This design comes from an exercise in tuning for small area on the open sky130 flow, not from production work.
Function was checked by simulation only, so behaviour that the tests miss may differ from the original.
No activity file was given, so power comes from the tool's default toggle rates.

==> flow/design.v <==
`timescale 1ns/1ps
`default_nettype none
module serial_divide;
endmodule
`default_nettype none
`timescale 1ns/1ps
module cf_cpu (
	input wire clk,
	input wire rst_n,
	output wire [16:0] bus_address,
	output wire bus_wr_en,
	output wire bus_io_flag,
	output wire bus_burst,
	output wire [15:0] bus_data_in,
	output wire bus_enable,
	input wire bus_ready,
	input wire [15:0] bus_data_out
);
	reg [3:0]  bc;
	reg [6:0]  st;
	reg        sy;
	reg [15:0] rA, rX, rR0, rR1, rS, rP, rT;
	reg [15:0] M, AR;
	reg [7:0]  IR;
	reg [3:0]  cnt;
	reg        c, q, zf, zAr;
	reg        f_slt, f_seq, f_ult, f_eq;
	wire ph0  = (bc == 4'd0);
	wire ph7  = (bc == 4'd7);
	wire ph15 = (bc == 4'd15);
	wire [2:0] md = IR[2:0];
	wire zA   = zAr & ~rA[0];           
	wire zfn  = zf & ~M[0];            
	wire last = (cnt == 4'd15);
	wire port = (AR[7:2] == 6'b111100);
	wire s_O_C8 = (st == 7'd72);
	wire s_O_C9 = (st == 7'd73);
	wire s_O_CA = (st == 7'd74);
	wire s_O_CB = (st == 7'd75);
	wire s_O_CC = (st == 7'd76);
	wire s_O_CD = (st == 7'd77);
	wire s_O_CE = (st == 7'd78);
	wire s_O_CF = (st == 7'd79);
	wire s_O_D0 = (st == 7'd80);
	wire s_O_D1 = (st == 7'd81);
	wire s_O_D2 = (st == 7'd82);
	wire s_O_D3 = (st == 7'd83);
	wire s_O_D4 = (st == 7'd84);
	wire s_O_D5 = (st == 7'd85);
	wire s_O_D6 = (st == 7'd86);
	wire s_O_D7 = (st == 7'd87);
	wire s_O_D8 = (st == 7'd88);
	wire s_O_D9 = (st == 7'd89);
	wire s_O_DA = (st == 7'd90);
	wire s_O_DB = (st == 7'd91);
	wire s_O_DC = (st == 7'd92);
	wire s_O_DD = (st == 7'd93);
	wire s_O_DE = (st == 7'd94);
	wire s_O_DF = (st == 7'd95);
	wire s_O_E0 = (st == 7'd96);
	wire s_O_E1 = (st == 7'd97);
	wire s_O_E2 = (st == 7'd98);
	wire s_O_E3 = (st == 7'd99);
	wire s_O_E4 = (st == 7'd100);
	wire s_O_E5 = (st == 7'd101);
	wire s_O_E6 = (st == 7'd102);
	wire s_O_E7 = (st == 7'd103);
	wire s_O_E8 = (st == 7'd104);
	wire s_O_E9 = (st == 7'd105);
	wire s_O_EA = (st == 7'd106);
	wire s_O_EB = (st == 7'd107);
	wire s_O_ED = (st == 7'd109);
	wire s_O_EF = (st == 7'd111);
	wire s_O_F0 = (st == 7'd112);
	wire s_O_F1 = (st == 7'd113);
	wire s_O_F2 = (st == 7'd114);
	wire s_O_F3 = (st == 7'd115);
	wire s_O_F4 = (st == 7'd116);
	wire s_O_F5 = (st == 7'd117);
	wire s_O_F6 = (st == 7'd118);
	wire s_O_F7 = (st == 7'd119);
	wire s_O_F8 = (st == 7'd120);
	wire s_O_F9 = (st == 7'd121);
	wire s_O_FA = (st == 7'd122);
	wire s_X_0 = (st == 7'd32);
	wire s_X_1 = (st == 7'd33);
	wire s_X_2 = (st == 7'd34);
	wire s_X_3 = (st == 7'd35);
	wire s_X_4 = (st == 7'd36);
	wire s_X_5 = (st == 7'd37);
	wire s_X_6 = (st == 7'd38);
	wire s_X_7 = (st == 7'd39);
	wire s_X_8 = (st == 7'd40);
	wire s_X_9 = (st == 7'd41);
	wire s_X_B = (st == 7'd43);
	wire s_X_C = (st == 7'd44);
	wire s_MD0 = (st == 7'd48);
	wire s_MD1 = (st == 7'd49);
	wire s_MD2 = (st == 7'd50);
	wire s_MD3 = (st == 7'd51);
	wire s_MD4 = (st == 7'd52);
	wire s_MD5 = (st == 7'd53);
	wire s_MD6 = (st == 7'd54);
	wire s_MD7 = (st == 7'd55);
	wire s_FETCH = (st == 7'd0);
	wire s_INIT = (st == 7'd69);
	wire s_AM = (st == 7'd2);
	wire s_OPN = (st == 7'd4);
	wire s_DATA = (st == 7'd21);
	wire s_LEA = (st == 7'd13);
	wire s_JM = (st == 7'd18);
	wire s_SJB = (st == 7'd19);
	wire s_MSTEP = (st == 7'd11);
	wire s_SHLT = (st == 7'd25);
	wire s_TRIAL = (st == 7'd26);
	wire s_STEP = (st == 7'd10);
	wire s_SHIFTA = (st == 7'd110);
	wire s_SWB = (st == 7'd45);
	wire s_SWC = (st == 7'd42);
	wire s_SWE = (st == 7'd66);
	wire s_PD = (st == 7'd17);
	wire s_IOA = (st == 7'd3);
	wire s_SWP2 = (st == 7'd8);
	wire s_SWP3 = (st == 7'd123);
	wire s_RDOP = (st == 7'd9);
	wire s_RDP = (st == 7'd20);
	wire s_RDO = (st == 7'd5);
	wire s_WR = (st == 7'd6);
	wire s_RDT = (st == 7'd16);
	wire s_SWA = (st == 7'd1);
	wire s_SWV = (st == 7'd14);
	wire s_IOX = (st == 7'd7);
	wire c_aA = (st[5] & ~st[4] & ~st[3] & ~st[1] & st[0]) | (~st[6] & st[5] & ~st[4] & st[1] & ~st[0]) | (~st[6] & st[5] & ~st[4] & st[2] & st[1]) | (~st[6] & st[5] & st[3] & ~st[0]) | (~st[5] & st[4] & st[2] & st[1] & ~st[0]) | (st[6] & ~st[4] & ~st[3] & st[2] & ~st[0]) | (st[5] & st[3] & st[2] & st[1]) | (st[6] & st[5] & st[4] & ~st[3] & ~st[1] & ~st[0]) | (st[6] & st[5] & st[4] & ~st[3] & ~st[2] & st[1] & st[0]) | (s_DATA & ((~IR[4]) | (IR[3] & ~IR[0])));
	wire c_aX = (~st[6] & st[5] & st[4] & ~st[2] & st[1]) | (~st[5] & st[4] & ~st[3] & st[2] & st[1] & st[0]) | (st[6] & ~st[4] & ~st[3] & st[2] & st[1] & st[0]) | (st[6] & st[5] & ~st[4] & st[3] & ~st[1] & ~st[0]) | (s_DATA & ((IR[4] & IR[0]) | (IR[4] & ~IR[3])));
	wire c_aR = (~st[6] & ~st[5] & st[3] & ~st[1] & ~st[0]) | (st[6] & st[5] & st[4] & ~st[1] & st[0]) | (st[6] & st[5] & st[4] & st[1] & ~st[0]) | (st[6] & st[5] & st[4] & st[2] & st[0]) | (st[5] & st[4] & st[3] & ~st[0]);
	wire c_aS = (~st[6] & st[5] & st[4] & st[2]) | (~st[5] & st[4] & st[3] & ~st[1] & ~st[0]) | (st[6] & ~st[5] & st[4] & st[3] & st[0]) | (st[6] & ~st[5] & st[4] & st[3] & ~st[2]);
	wire c_aP = (~st[5] & ~st[4] & ~st[3] & ~st[1] & ~st[0]) | (~st[5] & st[4] & ~st[3] & ~st[2] & st[0]) | (~st[6] & st[5] & st[4] & ~st[2] & ~st[1]) | (st[6] & ~st[5] & st[4] & ~st[3] & ~st[2]) | (st[6] & ~st[5] & st[4] & ~st[3] & ~st[1]) | (st[6] & st[5] & ~st[4] & st[3] & ~st[2] & st[1]);
	wire c_aT = (~st[6] & ~st[5] & st[3] & ~st[2] & st[1]) | (~st[6] & st[4] & st[3]) | (st[6] & st[5] & ~st[4] & st[3] & ~st[2] & ~st[1] & st[0]);
	wire c_aM = (~st[6] & ~st[5] & ~st[4] & ~st[3] & ~st[2] & st[1] & ~st[0]) | (st[5] & st[4] & st[3] & st[1] & st[0]);
	wire c_aAR = (~st[6] & st[3] & st[2] & st[0]) | (st[6] & ~st[5] & ~st[4] & ~st[3] & ~st[0]);
	wire c_bM = (~st[6] & ~st[5] & st[4] & st[1] & ~st[0]) | (~st[6] & st[5] & ~st[4] & ~st[2] & ~st[1]) | (~st[6] & st[5] & ~st[4] & ~st[3] & ~st[1] & st[0]) | (~st[6] & st[5] & ~st[4] & st[1] & ~st[0]) | (~st[6] & st[5] & ~st[4] & st[2] & st[1]);
	wire c_bN = (~st[5] & ~st[3] & ~st[2] & st[1] & st[0]) | (~st[6] & st[4] & ~st[2] & st[1] & st[0]) | (~st[6] & st[5] & st[4] & st[2] & ~st[1] & ~st[0]) | (st[6] & ~st[5] & st[4] & st[3] & ~st[2] & st[1]);
	wire c_bA = (st[5] & st[3] & st[2] & ~st[0]) | (st[6] & st[5] & ~st[4] & ~st[3] & ~st[2] & st[1] & ~st[0]) | (st[6] & st[5] & st[3] & ~st[1] & ~st[0]) | (st[6] & st[5] & st[4] & st[2] & st[1] & st[0]);
	wire c_bT = (~st[6] & st[4] & st[3] & st[0]);
	wire c_bK2 = (~st[5] & st[4] & ~st[3] & ~st[2] & ~st[1] & st[0]) | (~st[6] & st[5] & st[3] & st[2] & st[0]) | (~st[6] & st[5] & st[4] & ~st[1] & st[0]) | (~st[6] & st[4] & st[2] & st[1] & ~st[0]) | (st[6] & ~st[5] & ~st[3] & ~st[2] & st[1] & ~st[0]) | (st[6] & ~st[5] & st[4] & st[3] & ~st[1]) | (s_MD0 & ((~IR[6] & ~IR[3]) | (~IR[7] & ~IR[3])));
	wire c_bK6 = (st[6] & st[5] & st[3] & st[2] & ~st[1]);
	wire c_bKF = (st[6] & ~st[5] & ~st[4] & ~st[3] & st[0]);
	wire c_bV = (st[6] & ~st[5] & ~st[4] & st[3]) | (st[6] & ~st[4] & ~st[3] & ~st[2] & st[1] & st[0]);
	wire c_bMQ = (~st[6] & ~st[5] & ~st[4] & st[3] & ~st[2] & st[1]);
	wire c_inv = (st[5] & ~st[4] & ~st[3] & ~st[2] & st[1] & ~st[0]) | (~st[6] & st[5] & st[3] & ~st[2] & ~st[0]) | (~st[5] & st[4] & st[3] & ~st[2] & ~st[0]) | (st[4] & st[3] & st[2] & ~st[1]) | (st[6] & ~st[4] & ~st[3] & ~st[2] & ~st[1] & st[0]) | (st[6] & st[5] & ~st[3] & st[2] & ~st[1] & st[0]) | (st[6] & st[5] & st[4] & st[2] & st[1] & ~st[0]);
	wire c_cin = (~st[5] & ~st[4] & ~st[3] & ~st[1] & ~st[0]) | (st[5] & ~st[4] & ~st[2] & st[1] & ~st[0]) | (~st[6] & st[5] & st[3] & ~st[2] & ~st[0]) | (st[6] & ~st[5] & ~st[3] & ~st[2] & st[1] & st[0]) | (st[6] & ~st[5] & st[4] & st[2] & ~st[1]) | (~st[5] & st[4] & st[3] & ~st[1] & ~st[0]) | (st[4] & st[3] & ~st[2] & st[1] & ~st[0]) | (st[6] & ~st[4] & ~st[3] & st[2] & ~st[1] & ~st[0]) | (st[6] & st[5] & ~st[4] & st[3] & ~st[2] & st[1]) | (st[5] & st[4] & st[3] & ~st[1] & st[0]) | (s_MD0 & ((IR[3]) | (IR[7] & IR[6])));
	wire c_invq = (~st[6] & ~st[5] & ~st[4] & st[3] & ~st[2] & st[1] & ~st[0]);
	wire c_invz = (st[6] & ~st[5] & ~st[4] & ~st[3] & ~st[0]);
	wire c_lg = (~st[6] & st[5] & ~st[4] & ~st[3] & st[2] & st[0]) | (~st[6] & st[5] & ~st[4] & st[2] & st[1]) | (st[6] & ~st[4] & ~st[3] & ~st[2] & ~st[1] & st[0]);
	wire c_lgv = (~st[6] & st[5] & ~st[4] & st[2] & st[1] & ~st[0]);
	wire c_oC = (~st[6] & st[5] & ~st[4] & ~st[3] & st[2] & ~st[1] & st[0]) | (~st[6] & st[5] & ~st[4] & st[2] & st[1] & ~st[0]);
	wire c_ciQ = (st[5] & st[3] & st[2] & st[1] & ~st[0]);
	wire c_ciA = (~st[6] & st[4] & st[3] & st[0]);
	wire c_wA = (st[5] & ~st[4] & ~st[3] & ~st[2] & ~st[0]) | (st[5] & ~st[4] & ~st[3] & ~st[1] & st[0]) | (~st[6] & st[5] & ~st[4] & st[2] & st[1]) | (~st[6] & st[3] & ~st[2] & ~st[1] & ~st[0]) | (st[6] & ~st[5] & ~st[4] & st[3]) | (st[4] & st[3] & st[2] & st[1] & st[0]) | (st[6] & ~st[4] & ~st[3] & st[1] & st[0]) | (st[6] & ~st[4] & st[2] & ~st[1] & ~st[0]) | (st[6] & ~st[4] & st[3] & ~st[1] & st[0]) | (st[5] & st[3] & st[2] & st[1] & ~st[0]) | (st[6] & st[5] & ~st[3] & ~st[1] & st[0]) | (st[6] & st[5] & ~st[3] & ~st[2] & st[1] & ~st[0]) | (st[6] & st[5] & st[4] & st[2] & st[1] & ~st[0]);
	wire c_wX = (~st[6] & ~st[5] & st[3] & st[2] & st[0]) | (~st[6] & st[5] & st[3] & ~st[2] & ~st[1] & st[0]) | (st[6] & ~st[4] & ~st[3] & st[2] & st[1] & ~st[0]) | (st[6] & st[5] & ~st[4] & st[3] & ~st[1] & ~st[0]) | (st[5] & st[4] & st[3] & ~st[1] & st[0]) | (st[5] & st[4] & st[3] & st[1] & ~st[0]);
	wire c_wR = (st[5] & st[3] & st[2] & st[1] & st[0]) | (st[6] & st[5] & st[4] & ~st[2] & ~st[1] & ~st[0]) | (st[6] & st[5] & st[4] & st[2] & st[0]) | (st[6] & st[5] & st[4] & st[2] & st[1]) | (st[5] & st[4] & st[3]);
	wire c_wS = (~st[6] & st[5] & st[4] & st[2] & ~st[1] & st[0]) | (st[6] & ~st[5] & st[4] & st[3] & ~st[1]) | (st[6] & ~st[5] & st[4] & st[3] & ~st[0]) | (st[6] & ~st[5] & st[4] & st[3] & ~st[2]) | (s_MD6 & ((~IR[3]) | (~IR[4]) | (~IR[7]) | (IR[5])));
	wire c_wP = (~st[5] & ~st[4] & ~st[3] & ~st[1] & ~st[0]) | (~st[5] & st[4] & ~st[3] & ~st[2] & st[1]) | (~st[6] & st[5] & st[4] & ~st[2] & ~st[1]) | (st[6] & ~st[5] & ~st[3] & ~st[1] & st[0]) | (st[6] & ~st[5] & ~st[3] & st[2] & ~st[0]) | (st[6] & st[5] & ~st[4] & st[3] & ~st[2] & st[1]);
	wire c_wT = (~st[6] & ~st[5] & ~st[4] & st[3] & ~st[2] & st[1] & ~st[0]) | (~st[6] & st[4] & st[3] & st[0]) | (~st[6] & st[5] & ~st[4] & ~st[3] & ~st[2] & st[1] & st[0]) | (~st[6] & st[5] & ~st[4] & ~st[3] & st[2] & ~st[1] & ~st[0]);
	wire c_wAR = (~st[5] & ~st[4] & ~st[3] & ~st[2] & ~st[0]) | (~st[5] & ~st[4] & ~st[3] & ~st[2] & st[1]) | (~st[6] & st[3] & st[2] & st[0]) | (~st[6] & st[5] & st[4]) | (st[6] & ~st[5] & ~st[3] & ~st[2] & ~st[0]) | (~st[5] & st[4] & ~st[3] & st[2] & st[1] & st[0]) | (st[6] & ~st[5] & st[4] & ~st[2] & ~st[1]) | (st[4] & st[3] & st[2] & ~st[1]);
	wire c_arA = (~st[5] & ~st[4] & ~st[3] & ~st[2] & ~st[1] & ~st[0]) | (~st[6] & st[5] & st[4] & ~st[2] & ~st[1]) | (~st[6] & st[5] & st[4] & ~st[1] & st[0]) | (~st[6] & st[4] & st[2] & st[1] & ~st[0]) | (st[6] & ~st[5] & st[4] & ~st[3] & ~st[2] & st[1] & ~st[0]) | (st[6] & ~st[5] & st[4] & ~st[2] & ~st[1] & st[0]);
	wire c_msh = (~st[6] & ~st[5] & ~st[2] & st[1]) | (~st[6] & ~st[5] & st[4] & ~st[3] & st[0]) | (~st[6] & st[5] & ~st[4] & ~st[2] & ~st[0]) | (~st[6] & st[5] & ~st[4] & ~st[1] & st[0]) | (~st[6] & st[5] & ~st[4] & ~st[3] & st[2]) | (st[4] & ~st[2] & st[1] & st[0]) | (st[5] & st[4] & st[2] & ~st[1] & ~st[0]) | (~st[5] & st[4] & st[3] & ~st[2] & st[1]);
	wire c_mZ = (~st[6] & ~st[5] & st[4] & ~st[3] & ~st[1] & st[0]) | (~st[6] & st[5] & st[3] & st[1] & ~st[0]) | (st[6] & st[5] & st[4] & ~st[3] & ~st[2] & st[1] & st[0]) | (st[6] & st[5] & st[4] & st[2] & ~st[1] & ~st[0]);
	wire c_mR = (~st[6] & ~st[5] & ~st[2] & st[1] & ~st[0]) | (~st[6] & ~st[5] & st[3] & st[1] & st[0]) | (~st[6] & st[5] & ~st[4] & ~st[2] & ~st[1]) | (~st[6] & st[5] & ~st[4] & ~st[3] & ~st[0]) | (~st[6] & st[5] & ~st[4] & st[2] & st[0]) | (st[5] & st[4] & st[3] & st[1] & st[0]);
	wire c_mS = (~st[5] & st[4] & ~st[3] & ~st[2] & st[1] & st[0]);
	wire c_rsh = (~st[6] & ~st[5] & st[3] & st[1] & st[0]);
	wire c_shxL = (st[5] & st[3] & st[2] & ~st[1] & ~st[0]);
	wire c_shxR = (~st[6] & st[5] & st[3] & st[1] & st[0]);
	wire c_sx = (~st[5] & st[4] & ~st[3] & ~st[2] & st[1] & st[0]);
	wire c_qA1 = (~st[6] & ~st[5] & st[3] & st[1] & st[0]) | (~st[6] & st[5] & ~st[4] & ~st[3] & ~st[2] & st[1] & st[0]);
	wire c_qC = (~st[6] & st[4] & st[3] & st[0]);
	wire c_qOr = (~st[6] & st[4] & st[3] & ~st[0]);
	wire c_cmpf = (~st[6] & st[5] & st[3] & ~st[2] & ~st[1] & ~st[0]);
	wire c_cinc = (~st[6] & st[3] & st[1] & st[0]) | (st[5] & st[3] & st[2] & ~st[0]);
	wire c_cclr = (~st[5] & ~st[4] & ~st[3] & ~st[2] & ~st[1] & ~st[0]);
	wire c_vF = (st[6] & ~st[5] & ~st[4] & st[3]);
	wire c_vZ = (st[6] & ~st[4] & ~st[3] & ~st[2] & st[1] & st[0]);
	wire c_bus = (~st[6] & ~st[5] & ~st[4] & ~st[3] & ~st[1] & st[0]) | (~st[6] & ~st[5] & st[2] & st[1]) | (~st[6] & ~st[5] & ~st[4] & ~st[2] & ~st[1] & st[0]) | (~st[6] & ~st[5] & st[4] & ~st[1] & ~st[0]);
	wire c_busW = (~st[5] & ~st[4] & ~st[3] & st[2] & st[1] & ~st[0]) | (s_IOX & ((~IR[0])));
	wire c_io = (~st[6] & ~st[5] & st[2] & st[1] & st[0]);
	wire c_rdop = (~st[6] & ~st[5] & ~st[4] & st[3] & ~st[2] & ~st[1] & st[0]);
	wire c_b8 = (s_RDO & ((IR[3] & ~IR[0]) | (IR[3] & ~IR[2]) | (IR[3] & IR[1]))) | (s_WR & ((~IR[6] & IR[3])));
	wire c_nx0 = (~st[6] & ~st[5] & ~st[4] & ~st[3] & ~st[2]) | (~st[6] & st[3] & ~st[2] & ~st[1] & ~st[0]) | (~st[6] & ~st[4] & ~st[3] & ~st[2] & st[1] & st[0]) | (~st[6] & st[5] & st[4] & ~st[2] & ~st[0]) | (~st[6] & st[5] & st[4] & st[2] & ~st[1] & st[0]) | (~st[5] & st[4] & ~st[3] & st[2] & st[1] & st[0]) | (~st[5] & st[4] & st[3] & ~st[1] & ~st[0]) | (st[4] & st[3] & st[2] & ~st[1]) | (st[6] & st[5] & ~st[4] & st[3] & ~st[2] & st[1]) | (s_O_D4 & ((zA))) | (s_O_D5 & ((~zA))) | (s_X_4 & ((~zfn))) | (s_X_B & ((~last))) | (s_OPN & ((~IR[4]) | (~IR[6]) | (~IR[7]))) | (s_DATA & ((IR[6] & IR[1]))) | (s_MSTEP & ((~last))) | (s_SHIFTA & ((~last))) | (s_SWE & ((~zf))) | (s_RDOP & ((IR[0]))) | (s_RDO & ((IR[4])));
	wire c_nx1 = (~st[6] & st[3] & ~st[2] & ~st[0]) | (~st[6] & st[3] & st[1] & ~st[0]) | (~st[6] & ~st[5] & st[4] & ~st[1]) | (~st[6] & st[5] & ~st[4] & ~st[3] & ~st[2] & st[1] & st[0]) | (~st[6] & st[5] & st[3] & st[2] & st[0]) | (st[6] & st[5] & ~st[4] & st[3] & ~st[2] & st[1]) | (s_O_D4 & ((zA))) | (s_O_D5 & ((~zA))) | (s_X_B & ((~last))) | (s_MSTEP & ((~last))) | (s_RDOP & ((IR[1]))) | (s_RDO & ((IR[5])));
	wire c_nx2 = (~st[5] & ~st[4] & ~st[3] & ~st[2] & st[0]) | (~st[6] & ~st[5] & ~st[4] & ~st[2] & st[1] & ~st[0]) | (~st[6] & st[4] & ~st[3] & ~st[1] & st[0]) | (~st[6] & st[5] & st[3] & st[2] & st[0]) | (~st[6] & st[5] & st[4]) | (st[6] & ~st[5] & st[4] & st[3] & ~st[2] & st[1]) | (st[4] & st[3] & st[2] & ~st[1]) | (s_X_C & ((~last))) | (s_OPN & ((~IR[4]) | (~IR[6]) | (~IR[7]))) | (s_RDOP & ((IR[2]))) | (s_RDO & ((IR[6])));
	wire c_nx3 = (~st[5] & ~st[4] & ~st[3] & ~st[2] & ~st[1]) | (~st[6] & ~st[5] & st[3] & ~st[2] & ~st[0]) | (~st[6] & st[4] & st[3]) | (~st[6] & st[5] & ~st[4] & ~st[3] & ~st[2] & st[1] & st[0]) | (~st[6] & st[5] & st[3] & st[2] & st[0]) | (st[6] & st[5] & st[4] & ~st[3] & ~st[2] & st[1] & st[0]) | (st[6] & st[5] & st[4] & st[2] & ~st[1] & ~st[0]) | (s_X_4 & ((~zfn))) | (s_X_B & ((~last))) | (s_X_C & ((~last))) | (s_MD2 & ((IR[7] & ~IR[5] & IR[4] & IR[3]))) | (s_AM & ((IR[7] & ~IR[5] & IR[4] & IR[3]))) | (s_OPN & ((IR[7] & ~IR[6] & ~IR[5] & IR[4] & IR[3]))) | (s_MSTEP & ((~last))) | (s_SHIFTA & ((~last))) | (s_RDOP & ((IR[7] & IR[6] & IR[3]))) | (s_RDO & ((IR[7]))) | (s_SWV & ((~zf)));
	wire c_nx4 = (~st[5] & ~st[4] & ~st[3] & ~st[2] & st[1] & st[0]) | (~st[6] & ~st[5] & st[3] & ~st[1] & ~st[0]) | (~st[5] & st[4] & ~st[2] & ~st[1] & ~st[0]) | (~st[5] & st[4] & st[3] & ~st[1]) | (~st[6] & st[5] & st[4] & ~st[2] & ~st[1] & st[0]) | (~st[6] & st[4] & st[2] & st[1]) | (s_O_D1 & ((zA))) | (s_O_D2 & ((~zA))) | (s_O_D4 & ((zA))) | (s_O_D5 & ((~zA))) | (s_X_4 & ((~zfn))) | (s_MD2 & ((IR[7] & IR[5] & ~IR[3]) | (IR[7] & IR[5] & ~IR[4]))) | (s_AM & ((IR[7] & IR[5] & ~IR[3]) | (IR[7] & IR[5] & ~IR[4]))) | (s_OPN & ((IR[7] & IR[5] & ~IR[3]) | (IR[7] & IR[5] & ~IR[4]))) | (s_SHIFTA & ((~last))) | (s_SWE & ((zf))) | (s_RDOP & ((~IR[7]) | (~IR[6]) | (~IR[5] & ~IR[3]) | (IR[4]))) | (s_WR & ((IR[6] & ~IR[2]))) | (s_SWV & ((zf)));
	wire c_nx5 = (~st[6] & ~st[5] & ~st[4] & ~st[3] & ~st[1] & st[0]) | (~st[6] & st[3] & ~st[2] & ~st[1] & ~st[0]) | (~st[6] & ~st[5] & ~st[4] & st[3] & ~st[2] & ~st[0]) | (s_X_4 & ((zfn))) | (s_X_B & ((~last))) | (s_X_C & ((~last))) | (s_RDOP & ((~IR[7]) | (~IR[6]) | (~IR[4] & ~IR[3]) | (IR[5]))) | (s_SWV & ((~zf))) | (s_IOX & ((port) | (IR[0])));
	wire c_nx6 = (~st[6] & ~st[4] & st[3] & ~st[2] & ~st[0]) | (s_X_4 & ((zfn))) | (s_RDOP & ((IR[7] & IR[6] & IR[3]) | (IR[7] & IR[6] & IR[4]) | (IR[7] & IR[6] & IR[5]))) | (s_WR & ((IR[6] & ~IR[2])));
	wire [6:0] nxt = {c_nx6, c_nx5, c_nx4, c_nx3, c_nx2, c_nx1, c_nx0};
	wire step_end = ph15 & (~c_bus | sy);
	wire en_sh = (cnt < M[3:0]);
	wire rR = IR[0] ? rR0[0] : rR1[0];
	wire a = (c_aA & rA[0]) | (c_aX & rX[0]) | (c_aR & rR) | (c_aS & rS[0]) |
	         (c_aP & rP[0]) | (c_aT & rT[0]) | (c_aM & M[0]) | (c_aAR & AR[0]);
	wire f_sgt = ~f_slt & ~f_seq;
	wire f_ugt = ~f_ult & ~f_eq;
	wire fbase = IR[2] ? (IR[1] ? f_ugt : f_ult) : (IR[1] ? f_sgt : f_slt);
	wire fv    = fbase | (IR[0] & f_eq);
	wire v     = (c_vF & fv) | (c_vZ & zAr);
	wire b = (c_bM & M[0]) | (c_bN & M[8] & (~bc[3] | c_sx)) | (c_bA & rA[0]) |
	         (c_bK2 & (bc == 4'd1)) | (c_bK6 & ((bc == 4'd1) | (bc == 4'd2))) |
	         (c_bKF & bc[3] & bc[2]) | (c_bV & ph0 & v) | (c_bMQ & M[0] & q) | (c_bT & rT[0]);
	wire inv_e = c_inv | (c_invq & q) | (c_invz & zf);
	wire cin_e = c_cin | (c_invq & q) | (c_invz & zf);
	wire bi = b ^ inv_e;
	wire ci = c_lg ? c_lgv : ph0 ? ((c_ciQ & q) | (c_ciA & rA[15]) | cin_e) : c;
	wire sum  = a ^ bi ^ ci;
	wire cout = (a & bi) | (a & ci) | (bi & ci);
	wire z  = c_oC ? cout : sum;
	wire cn = cout;
	wire wA_e = c_wA | (c_shxL & en_sh);
	wire rshA = c_rsh | (c_shxR & en_sh);
	wire a15_in = rshA ? (ph0 ? (c_rsh & z) : rA[15]) : (wA_e ? z : rA[0]);
	wire a14_in = (rshA & ~ph0) ? rA[0] : rA[15];
	wire t15_in = c_rsh ? cn : (c_wT ? z : rT[0]);
	wire t14_in = (c_rsh & ~ph0) ? z : rT[15];
	wire m15_in = (c_mZ & z) | (c_mR & M[0]) | (c_mS & M[15]);
	wire ld = c_bus & ~sy & bus_ready;
	always @(posedge clk) begin
		rA  <= {a15_in, a14_in, rA[14:1]};
		rT  <= {t15_in, t14_in, rT[14:1]};
		rX  <= {(c_wX ? z : rX[0]),  rX[15:1]};
		rR0 <= {((c_wR & IR[0]) ? z : rR0[0]), rR0[15:1]};
		rR1 <= {((c_wR & ~IR[0]) ? z : rR1[0]), rR1[15:1]};
		rS  <= {(c_wS ? z : rS[0]),  rS[15:1]};
		rP  <= {(c_wP ? z : rP[0]),  rP[15:1]};
		c   <= cn;
		zAr <= (ph0 | zAr) & ~a15_in;
		if (c_wAR) AR <= {(c_arA ? a : z), AR[15:1]};
		if (ld) M <= bus_data_out;
		else if (c_msh) M <= {m15_in, M[15:1]};
		if (c_msh) zf <= (ph0 | zf) & ~m15_in;
		if (c_rdop & ~sy & bus_ready) IR <= bus_data_out[7:0];
		if (ph15) begin
			if (c_qA1) q <= rA[1];
			if (c_qC)  q <= cn;
			if (c_qOr) q <= q | cn;
		end
		if (c_cmpf) begin
			if (ph15) begin
				f_ult <= ~cn;
				f_eq  <= (ph0 | zAr) & ~a15_in;
			end
			if (IR[3] ? ph7 : ph15) begin
				f_slt <= z ^ ci ^ cn;
				f_seq <= (ph0 | zAr) & ~a15_in;
			end
		end
		if (c_cclr) cnt <= 4'd0;
		else if (c_cinc & step_end) cnt <= cnt + 1'b1;
	end
	always @(posedge clk) begin
		if (!rst_n) begin
			bc  <= 4'd0;
			st  <= 7'd69;
			sy  <= 1'b0;
		end else begin
			bc <= bc + 1'b1;
			if (ld) sy <= 1'b1;
			if (step_end) begin
				st <= nxt;
				sy <= 1'b0;
			end
		end
	end
	assign bus_enable  = c_bus & ~sy;
	assign bus_wr_en   = c_busW;
	assign bus_io_flag = c_io;
	assign bus_burst   = ~c_b8;
	assign bus_address = {~c_io & ~((IR[7:6] == 2'b10) & ((md == 3'd2) | (md == 3'd3) | (md == 3'd4))), AR};
	assign bus_data_in = M;
endmodule
==> flow/flow/run.sh <==
#!/bin/bash
# Layout flow: the standard synthesis; then yosys/abc re-maps the
# combinational logic for area, keeping every flip-flop instance (name and
# cell type) as the standard synthesis made it; then the standard ORFS steps
# with buf_1 port buffers and a clock tree of clkbuf_8 without dummy loads.
# Each tool's output goes to a log of its own in this folder.
set -euo pipefail
cat >> config.mk <<'EOF'
export BUFFER_PORTS_ARGS = -buffer_cell sky130_fd_sc_hd__buf_1
export CTS_ARGS = -sink_clustering_enable -repair_clock_nets -dont_use_dummy_load -buf_list sky130_fd_sc_hd__clkbuf_8
EOF
bash standard.sh synth > synth.log 2>&1
R=orfs/results/${FLOW_PLATFORM}/cf_cpu/base
YOSYS=yosys
if [[ -x ${FLOW_HOME}/../tools/install/yosys/bin/yosys ]]; then YOSYS=${FLOW_HOME}/../tools/install/yosys/bin/yosys; fi
cp ${R}/1_2_yosys.v ${R}/1_2_yosys_std.v
REMAP_LIB=${FLOW_HOME}/platforms/sky130hd/lib/sky130_fd_sc_hd__tt_025C_1v80.lib \
REMAP_IN=${R}/1_2_yosys_std.v REMAP_OUT=${R}/1_2_yosys.v REMAP_ABC=flow/area.abc \
  ${YOSYS} -c flow/remap.tcl > remap.log 2>&1
rm -f ${R}/1_synth.odb ${R}/1_synth.sdc
bash standard.sh synth > synth_odb.log 2>&1
bash standard.sh > finish.log 2>&1
==> flow/flow/area.abc <==
strash
fraig
resub
dc2
drw
resub
dch -f
map -a
strash
dch -f
amap
topo
==> flow/flow/remap.tcl <==
# Re-map the combinational logic of a synthesized sky130hd netlist for area,
# keeping every flip-flop instance (name and cell type) as it is.
yosys -import
set lib $::env(REMAP_LIB)
set in  $::env(REMAP_IN)
set out $::env(REMAP_OUT)
read_liberty -ignore_miss_func -ignore_miss_data_latch $lib
read_verilog $in
hierarchy -top cf_cpu
set ffs [list sky130_fd_sc_hd__dfxtp_1 sky130_fd_sc_hd__edfxtp_1 sky130_fd_sc_hd__dfxtp_2 sky130_fd_sc_hd__dfxtp_4 sky130_fd_sc_hd__edfxtp_1 sky130_fd_sc_hd__dfrtp_1 sky130_fd_sc_hd__dfstp_2 sky130_fd_sc_hd__dfrtp_2 sky130_fd_sc_hd__dfrtp_4 sky130_fd_sc_hd__dfstp_1 sky130_fd_sc_hd__dfstp_4 sky130_fd_sc_hd__sdfxtp_1 sky130_fd_sc_hd__conb_1]
foreach f $ffs { catch { setattr -mod -set keep_hierarchy 1 $f } }
flatten
yosys rename -hide w:*.*
opt_clean -purge
stat
abc -script $::env(REMAP_ABC) -liberty $lib -dont_use sky130_fd_sc_hd__lpflow_* -dont_use sky130_fd_sc_hd__probe*
splitnets
opt_clean -purge
hilomap -singleton -hicell sky130_fd_sc_hd__conb_1 HI -locell sky130_fd_sc_hd__conb_1 LO
foreach f $ffs { catch { blackbox $f } }
stat -liberty $lib
write_verilog -noattr -noexpr -nohex -nodec $out
==> flow/standard.sh <==
#!/bin/bash
# synth_recipe.tcl (not shown) runs the flow's synth.tcl, then flattens the netlist and writes it again
# the make line also repeats each setting of config.mk as NAME=value (left out here)
make -C /OpenROAD-flow-scripts/flow DESIGN_CONFIG=/design/flow/config.mk WORK_HOME=/design/flow/orfs CLKGATE_MAP_FILE= SYNTH_SCRIPT=/design/flow/synth_recipe.tcl "${@:-finish}"
==> flow/config.mk <==
export PLATFORM = sky130hd
export DESIGN_NAME = cf_cpu
export DESIGN_NICKNAME = cf_cpu
export VERILOG_FILES = /design/flow/design.v
export SDC_FILE = /design/flow/constraint.sdc
export NUM_CORES = 4
export LEC_CHECK = 0
export ABC_AREA = 1
export CAP_MARGIN = 20
export CORE_MARGIN = 2
export CORE_UTILIZATION = 40
export GPL_TIMING_DRIVEN = 0
export PLACE_DENSITY = 0.75
export SLEW_MARGIN = 20
export BUFFER_PORTS_ARGS = -buffer_cell sky130_fd_sc_hd__buf_1
export CTS_ARGS = -sink_clustering_enable -repair_clock_nets -dont_use_dummy_load -buf_list sky130_fd_sc_hd__clkbuf_8
==> flow/constraint.sdc <==
create_clock -name core_clock -period 10.0 [get_ports {clk}]
set_input_delay 2.0000 -clock core_clock [delete_from_list [all_inputs] [get_ports {clk}]]
set_output_delay 2.0000 -clock core_clock [all_outputs]
set_load 0.01 [all_outputs]
==> flow_results.org, run 1 <==
** Clock tree
- Bufs on Longest Clock Path :: 2
- In this run the clock root is driven by a clkbuf_8.
- TritonCTS built the clock tree.
- Clock transition at path regs :: 90 ps
- For this design, the sink count on the clock tree is 176.
- Once the clock tree was built, the resizer swapped 0 gates to a different size.
- In this run the number of H-tree levels came out at 4.
- Post-CTS timing repair inserted 0 buffers for setup.
- Clock latency of the later-clocked register in the worst-skew pair :: 440 ps
- Counting the buffers created by CTS gives 17.
- The number of hold buffers added after CTS was 0.

** GRT
- The via count of the first global-routing pass came to 5405.
- Entering global routing, the biggest net connects 24 pins.
- Number of antenna violations at the first check in global routing :: 0
- Global routing consumed, over all layers together, 24.4% of the routing resources.
- The first global-routing pass estimated 32000 um of wire.
- Final global-route overflow total :: 0

** Route
- In the routed layout, each cell is associated on average with a via count of 5.91.
- Remaining number of nets flagged by the antenna check after routing :: 0
- In the final routing, the length of wire on met1 measures 9040 um.
- Detailed routing placed a total of 8920 um of wire on met2.
- Initial DRC Count :: 551
- Router iterations before antenna repair :: 5
- In the final routed layout, each cell accounts on average for 21.4 um.
- Remaining design rule violation count :: 0
- Total wirelength of the detailed-routed design :: 20900 um
- WL met3 :: 2040 um
- Vias :: 5771
- The highest layer touched by signal routing is met4.

** Layout
- The multi-input combinational cells in the finished layout cover a total of 2270 um^2.
- Net count of the finished layout :: 782
- The layout has 1601 filler cells.
- With fillers left out, the area of the finished cells amounts to 7240 um^2.
- In the final layout, the share of cells above drive strength 1 is 2.37%.
- From synthesis to final layout, the design area changed by 11.1%.
- Across the whole layout, storage elements account for 3980 um^2.
- Count of inserted antenna diode cells :: 0

** Timing
- Layout Skew :: 31.7 ps
- Fin worst setup slack :: 3330 ps
- The routed design could run at a clock period as short as 6670 ps.
- Setup violation total in the final timing report :: 0
- Based on the critical path, the design can be clocked at up to 0.150 GHz.
- Setup repair after global routing left no endpoint under its margin.
- Final hold viol count :: 0
- The max-slew violation count came to 0.
- Worst slew slack as a fraction of its limit :: 34.8%
- Slew at the pin closest to its max-slew limit :: 976 ps
- After layout, the worst path uses 66.7% of the clock period.
- Summed negative setup slack over all endpoints :: 0 ps

** Die
- The die covers 17300 um^2.
- Number of I/O pins :: 56
- Core ar. :: 15900 um^2
- Die extent in y :: 132 um
- The die is 132 um wide.
- For this configuration, the core starts out at a cell density of 41.0%.
- Core Rows :: 46

** Power
- Total power :: 1120 uW
- Proportion of power drawn by the clock network :: 31.2%
- For this design the total switching power over the nets is 219 uW.
- IR analysis of the VDD net gives a maximum drop of 0.110 mV.
- Power per Cell Area :: 155 nW/um^2
- Proportion of power drawn by flip-flops and latches :: 66.7%
- Switching share of power :: 19.6%
- Internal power comes to 900 uW.
- Combinational logic is responsible for 2.1% of the overall power.
- The analysis attributes to cell leakage a power of 0.00246 uW.

** Setup path
- Data on the critical path is required at its endpoint by 10220 ps.
- The critical path is of the reg -> reg type.
- The critical path contains buffers and inverters numbering 6 combined.
- On the worst path, the slowest cell contributes a delay of 670 ps.
- Critical path's top delay family :: compound AO/OA/AOI/OAI gates
- Peak fanout along the critical path :: 15
- For the worst setup path, the data arrival time is 6890 ps.
- In this design, the critical path's most frequently occurring cell is clkinv_1.
- Critical path launch point type :: register
- The critical path goes through clkinv_1, nor2_1, clkinv_1, nor2_1, clkinv_1, nor4_1, nor4_1, o21ai_0, a21oi_1, a21oi_1, a2111oi_0, o31ai_1, clkinv_1, nand2_1, o21ai_0, clkinv_1, o21ai_0, o21ai_1, clkinv_1, o211ai_1, o311ai_0, nor2_1.
- The worst setup path is captured at a register.
- Crit path max-delay cell type :: nor2_1

** Logic synthesis
- Mapped Cells :: 688
- For this run, the number of Yosys warnings is 1.
- Syn_nets :: 707
- Each instance of the synthesized netlist takes up on average 9.47 um^2.
- Cell area after synthesis :: 6520 um^2

** Place
- Timing analysis after detailed placement gives a worst setup slack of 3640 ps.
- Final GP Congestion :: 1.03
- Area after DPL :: 7010 um^2
- The wire-length estimate of the detail-placed layout is 15400 um.
- Input and output buffers added on the ports amount to 55.

** Run
- Max-cap violations :: 0

** Worst hold path
- The min-delay analysis places its worst path in the category reg -> reg.

** Run status
- The run finished with no timing, DRC or antenna violations.
==> worst paths after layout <==
path	startpoint	to	slack, ps	cells past startpoint
worst max-delay path	st[1]	f_eq	3330	22
worst min-delay path	rR0[14]	rR0[13]	310	0
worst max register to register	st[1]	f_eq	3330	22
worst min register to register	rR0[14]	rR0[13]	310	0
==> state kept, by name (all words and copies together) (netlist names), 4 cells and up <==
register and flops:
cnt 4, rT 16, rP 16, rX 16
IR 8, bc 4, M 16, rR0 16
rS 16, rA 16, AR 16, st 7
rR1 16
==> cells in the final DEF (no fill, tap or decap), drive strengths merged, types with 3 or more instances in the layout <==
cell type and instances:
nor2 136, dfxtp 130, clkinv 70, nand2 56
buf 56, edfxtp 46, o21ai 41, nor3 34
a21oi 28, nand3 21, nor4 18, o22ai 17
clkbuf 17, o22a 11, a31oi 9, nand4 8
a2111oi 8, o221ai 7, or3 6, a211oi 5
o32ai 4, o211ai 4, o21a 4, a32oi 3
==> power groups by stage <==
stage | Clock, uW | Sequential, uW | Combinational (uW)
finish | 349 | 747 | 23.4
CTS | 365 | 747 | 23.1
floorplan | 0 | 761 | 13.5
global placement | 0 | 762 | 22.7
detailed placement | 0 | 763 | 23.1
global route | 389 | 748 | 25.8
==> cell type report <==
cell class,instances,area share (%)
tap,216,3.73
clock buffer,17,3.23
timing repair buffer,56,3.01
sequential,176,55.0
inverter,70,3.63
multi-input combinational,442,31.4
==> through the flow <==
step	util, %	instances	hold WS (ps)
4_1_cts	45.6	977	309
5_1_grt	45.6	977	305
3_5_place_dp	44.1	960	312
6_report	45.6	977	306
2_1_floorplan	-	688	310
3_3_place_gp	44.0	959	311
==> metal layers <==
layer / vias to the layer above / track usage (%)
met5: - / 0
met4: 0 / 13.0
met3: 68 / 6.87
met2: 353 / 35.2
met1: 2730 / 32.9
li1: 2620 / -
==> inputs of run 2 (changes only) <==
--- a/flow/config.mk
+++ b/flow/config.mk
@@ -10,7 +10,6 @@
 export CORE_MARGIN = 2
 export CORE_UTILIZATION = 40
 export GPL_TIMING_DRIVEN = 0
-export PLACE_DENSITY = 0.75
 export SLEW_MARGIN = 20
 export BUFFER_PORTS_ARGS = -buffer_cell sky130_fd_sc_hd__buf_1
 export CTS_ARGS = -sink_clustering_enable -repair_clock_nets -dont_use_dummy_load -buf_list sky130_fd_sc_hd__clkbuf_8
==> run 2 against run 1 <==
Synthesized cell count stayed put. Highest routed layer is now met5. Fmax is 0.80% lower. Critical path type unchanged. Global-route usage is 2.5 points higher. Sequential power about the same.
==> flow_results.org, run 2 <==
** Setup path
- Library cell appearing most often on the critical path :: clkinv_1
- Arrival time reported for the critical path endpoint :: 6970 ps
- Origin of the critical flop-to-flop path :: st[1]
- Critical path's top delay family :: buffers and inverters
- Walking the worst path, the cells encountered are clkinv_1, nor2_1, clkinv_1, nor2_1, clkinv_1, nor4_1, nor4_1, o21ai_0, a21oi_1, a21oi_1, a2111oi_0, o31ai_1, clkinv_1, nand2_1, o21ai_0, clkinv_1, o21ai_0, o21ai_1, clkinv_1, o211ai_1, o311ai_0, nor2_1.
- Type of the setup path with the least slack :: reg -> reg
- Buf/Inv on CP :: 6
- Worst flop-to-flop path endpoint :: f_eq
- For this run, the slowest stage of the critical path takes 720 ps.
- Crit path max-delay cell type :: nor2_1
- R2R cell count :: 22
- Required @ worst endpoint :: 10240 ps
- Worst setup path startpoint :: st[1]
- Crit path capture type :: register
- Along the worst path, the maximum fanout reaches 15.
- The worst setup path is launched from a register.
- Setup slack on the worst reg-to-reg path comes out at 3270 ps.

** Clock tree
- The clock net in this run drives a total of 176 sinks.
- Clock-pin slew was measured on the worst setup and hold paths at 110 ps.
- For this design, the CTS-stage hold fixing added 0 buffers.
- TritonCTS built the clock tree.
- Post-CTS setup repair buffer count :: 0
- The clock reaches the later pin of the worst-skew pair after 460 ps.
- The H-tree was split into 4 levels.
- Cts repair resizes :: 0
- Root Buffer Master :: clkbuf_8
- Bufs on Longest Clock Path :: 2
- Number of buffers created by CTS :: 17

** Logic synthesis
- The synthesized netlist occupies a cell area of 6520 um^2.
- Syn_nets :: 707
- Total number of yosys warnings :: 1
- In this run the mean area of a mapped cell was 9.47 um^2.
- Mapped Cells :: 688

** Route
- Dividing the detail-routed via count by the number of cells gives 5.97.
- The routed design has 23100 um of wire.
- Initial DRC Count :: 701
- Average detailed-routed wire length per instance :: 23.6 um
- Router iterations before antenna repair :: 5
- Vias :: 5838
- The count of nets left with antenna violations once routing finished came out at 0.
- Remaining design rule violation count :: 0

** Timing
- Ratio of final minimum period to clock period :: 67.3%
- In this run the tightest slew margin relative to its limit is 29.3%.
- Setup total negative slack on the finished layout was measured at 0 ps.
- Final slew viol count :: 0
- Final hold viol count :: 0
- Setup repair after global routing left no endpoint under its margin.
- Setup violations remaining at the end of the flow were counted as 0.
- The routed design could run at a clock period as short as 6730 ps.
- At the pin with the least slew margin, the transition time is 1060 ps.
- Clock skew on the completed layout was measured at 44.9 ps.
- F_max :: 0.149 GHz

** Worst hold path
- Worst min path class :: reg -> reg
- Counting instances, the worst hold path has a depth of 0.
- The worst hold path terminates at rS[13].
- Hold path startpoint :: rS[14]

** GRT
- The initial antenna violation count is 1.
- First-pass GRT wire length :: 34700 um
- For this run the aggregate overflow at the end of global routing stands at 0.
- Across every metal layer, demand over resource in global routing totals 26.9%.
- Maximum number of pins on one net before global-route repair :: 24
- Via count of the first global-routing pass :: 5639

** Layout
- In the layout the commonest cells are 136 x nor2_1, 130 x dfxtp_1, 70 x clkinv_1, 56 x nand2_1, 55 x buf_1.
- Net count of the finished layout :: 783
- Relative to the synthesized area, the layout overhead comes to 11.1%.
- After routing the design area is 7240 um^2.
- Number of filler cells placed in the layout :: 1590
- Of the cells placed in the final design, the portion with a size suffix greater than 1 is 2.49%.
- Most frequent standard cell in the layout excluding fill and tap cells :: nor2_1
- Count of inserted antenna diode cells :: 0

** Die
- The die covers 17300 um^2.
- The region available for standard cell placement spans 15900 um^2.
- Once the floorplan was initialized, standard cells occupied 41.0% of the core.
- Die extent in y :: 132 um
- After floorplanning, the core was divided into 46 placement rows.
- In this run the count of I/O pins placed on the die edge is 56.
- Die Wd :: 132 um

** Run status
- Status :: finished clean

** Place
- Final GP Congestion :: 0.976
- Sum of net half-perimeters after detailed placement :: 17300 um
- Area after DPL :: 7010 um^2
- Number of buffers inserted by port buffering :: 55

** Power
- Highest ir drop seen on vdd :: 0.0990 mV
- Static power due to leakage :: 0.00246 uW
- In this run the power density over the cells is 156 nW/um^2.

** Run
- Max-cap violations :: 0
-- run 2: through the flow --
stage               power, uW  hold slack (ps)  instances  setup slack (ps)  util, %
global route             1180              301        978              3040     45.6
finish                   1130              299        978              3270     45.6
detailed placement        788              312        961              3650     44.1
CTS                      1150              301        978              3530     45.6
global placement          786              311        959              2640     44.0
floorplan                 774              310        688              5810        -
-- run 2: how the worst max path moves through the flow --
stage	endpoint	slack, ps	depth (start not counted)
2_1_floorplan	f_eq	5810	19
3_3_place_gp	f_eq	2640	19
3_5_place_dp	f_seq	3650	22
4_1_cts	f_eq	3530	22
5_1_grt	f_eq	3040	22
6_report	f_eq	3270	22
-- run 2: worst reg2reg max path, stage by stage (launching register included) --
cell and delay, ps:
dfxtp_1 630, clkinv_1 670, nor2_1 730, clkinv_1 470, nor2_1 380, clkinv_1 410
nor4_1 410, nor4_1 140, o21ai_0 100, a21oi_1 80, a21oi_1 190, a2111oi_0 100
o31ai_1 260, clkinv_1 220, nand2_1 120, o21ai_0 240, clkinv_1 190, o21ai_0 90
o21ai_1 300, clkinv_1 160, o211ai_1 190, o311ai_0 180, nor2_1 280
-- run 2: layout make-up --
| class | count | area [um^2] | share of cell area, % |
|---|---|---|---|
| clock buffer | 17 | 234 | 3.23 |
| inverter | 70 | 263 | 3.63 |
| timing repair buffer | 57 | 221 | 3.06 |
| multi-input combinational | 442 | 2270 | 31.4 |
| tap | 216 | 270 | 3.73 |
| sequential | 176 | 3980 | 55.0 |
-- run 2: report_power, final --
group | switching, uW | total (uW) | internal (uW)
clock | 209 | 360 | 150
combinational | 17.2 | 25.3 | 8.11
sequential | 5.36 | 747 | 742
total | 232 | 1130 | 900
-- run 2: per-layer routing --
metal / global-route usage [%] / share of wire [%] / vias to the layer above / wire length, um
met5: 0 / 0.087 / - / 20
met4: 11.5 / 3.9 / 2 / 890
met3: 6.40 / 8.9 / 59 / 2050
met2: 41.2 / 45 / 340 / 10300
met1: 36.4 / 43 / 2805 / 9830
li1: - / - / 2632 / -

port drivers added, routing unchanged:
Ports are ideal in the flow. The routed layouts listed here were re-timed in OpenROAD. Step 1, drivers: a clkbuf_16 drives clk and a buf_2 each remaining input, both assumed. Step 2 moves the port delays by t, midway between the first and last clock arrival at a register: inputs arrive t later, outputs are due t later. That takes back most of the time a late clock gives input paths. a / b / c = ideal / step 1 / step 2; a / b = the first two.
run	shift t [ns]	setup WS [ns]	hold slack, ns	worst register clock-pin slew, ns
run 1	0.457	3.326 / 3.326 / 3.326	0.306 / 0.306 / 0.306	0.09 / 0.09
run 2	0.474	3.272 / 3.272 / 3.272	0.299 / 0.299 / 0.299	0.11 / 0.11
After both steps every run listed still meets setup and hold.
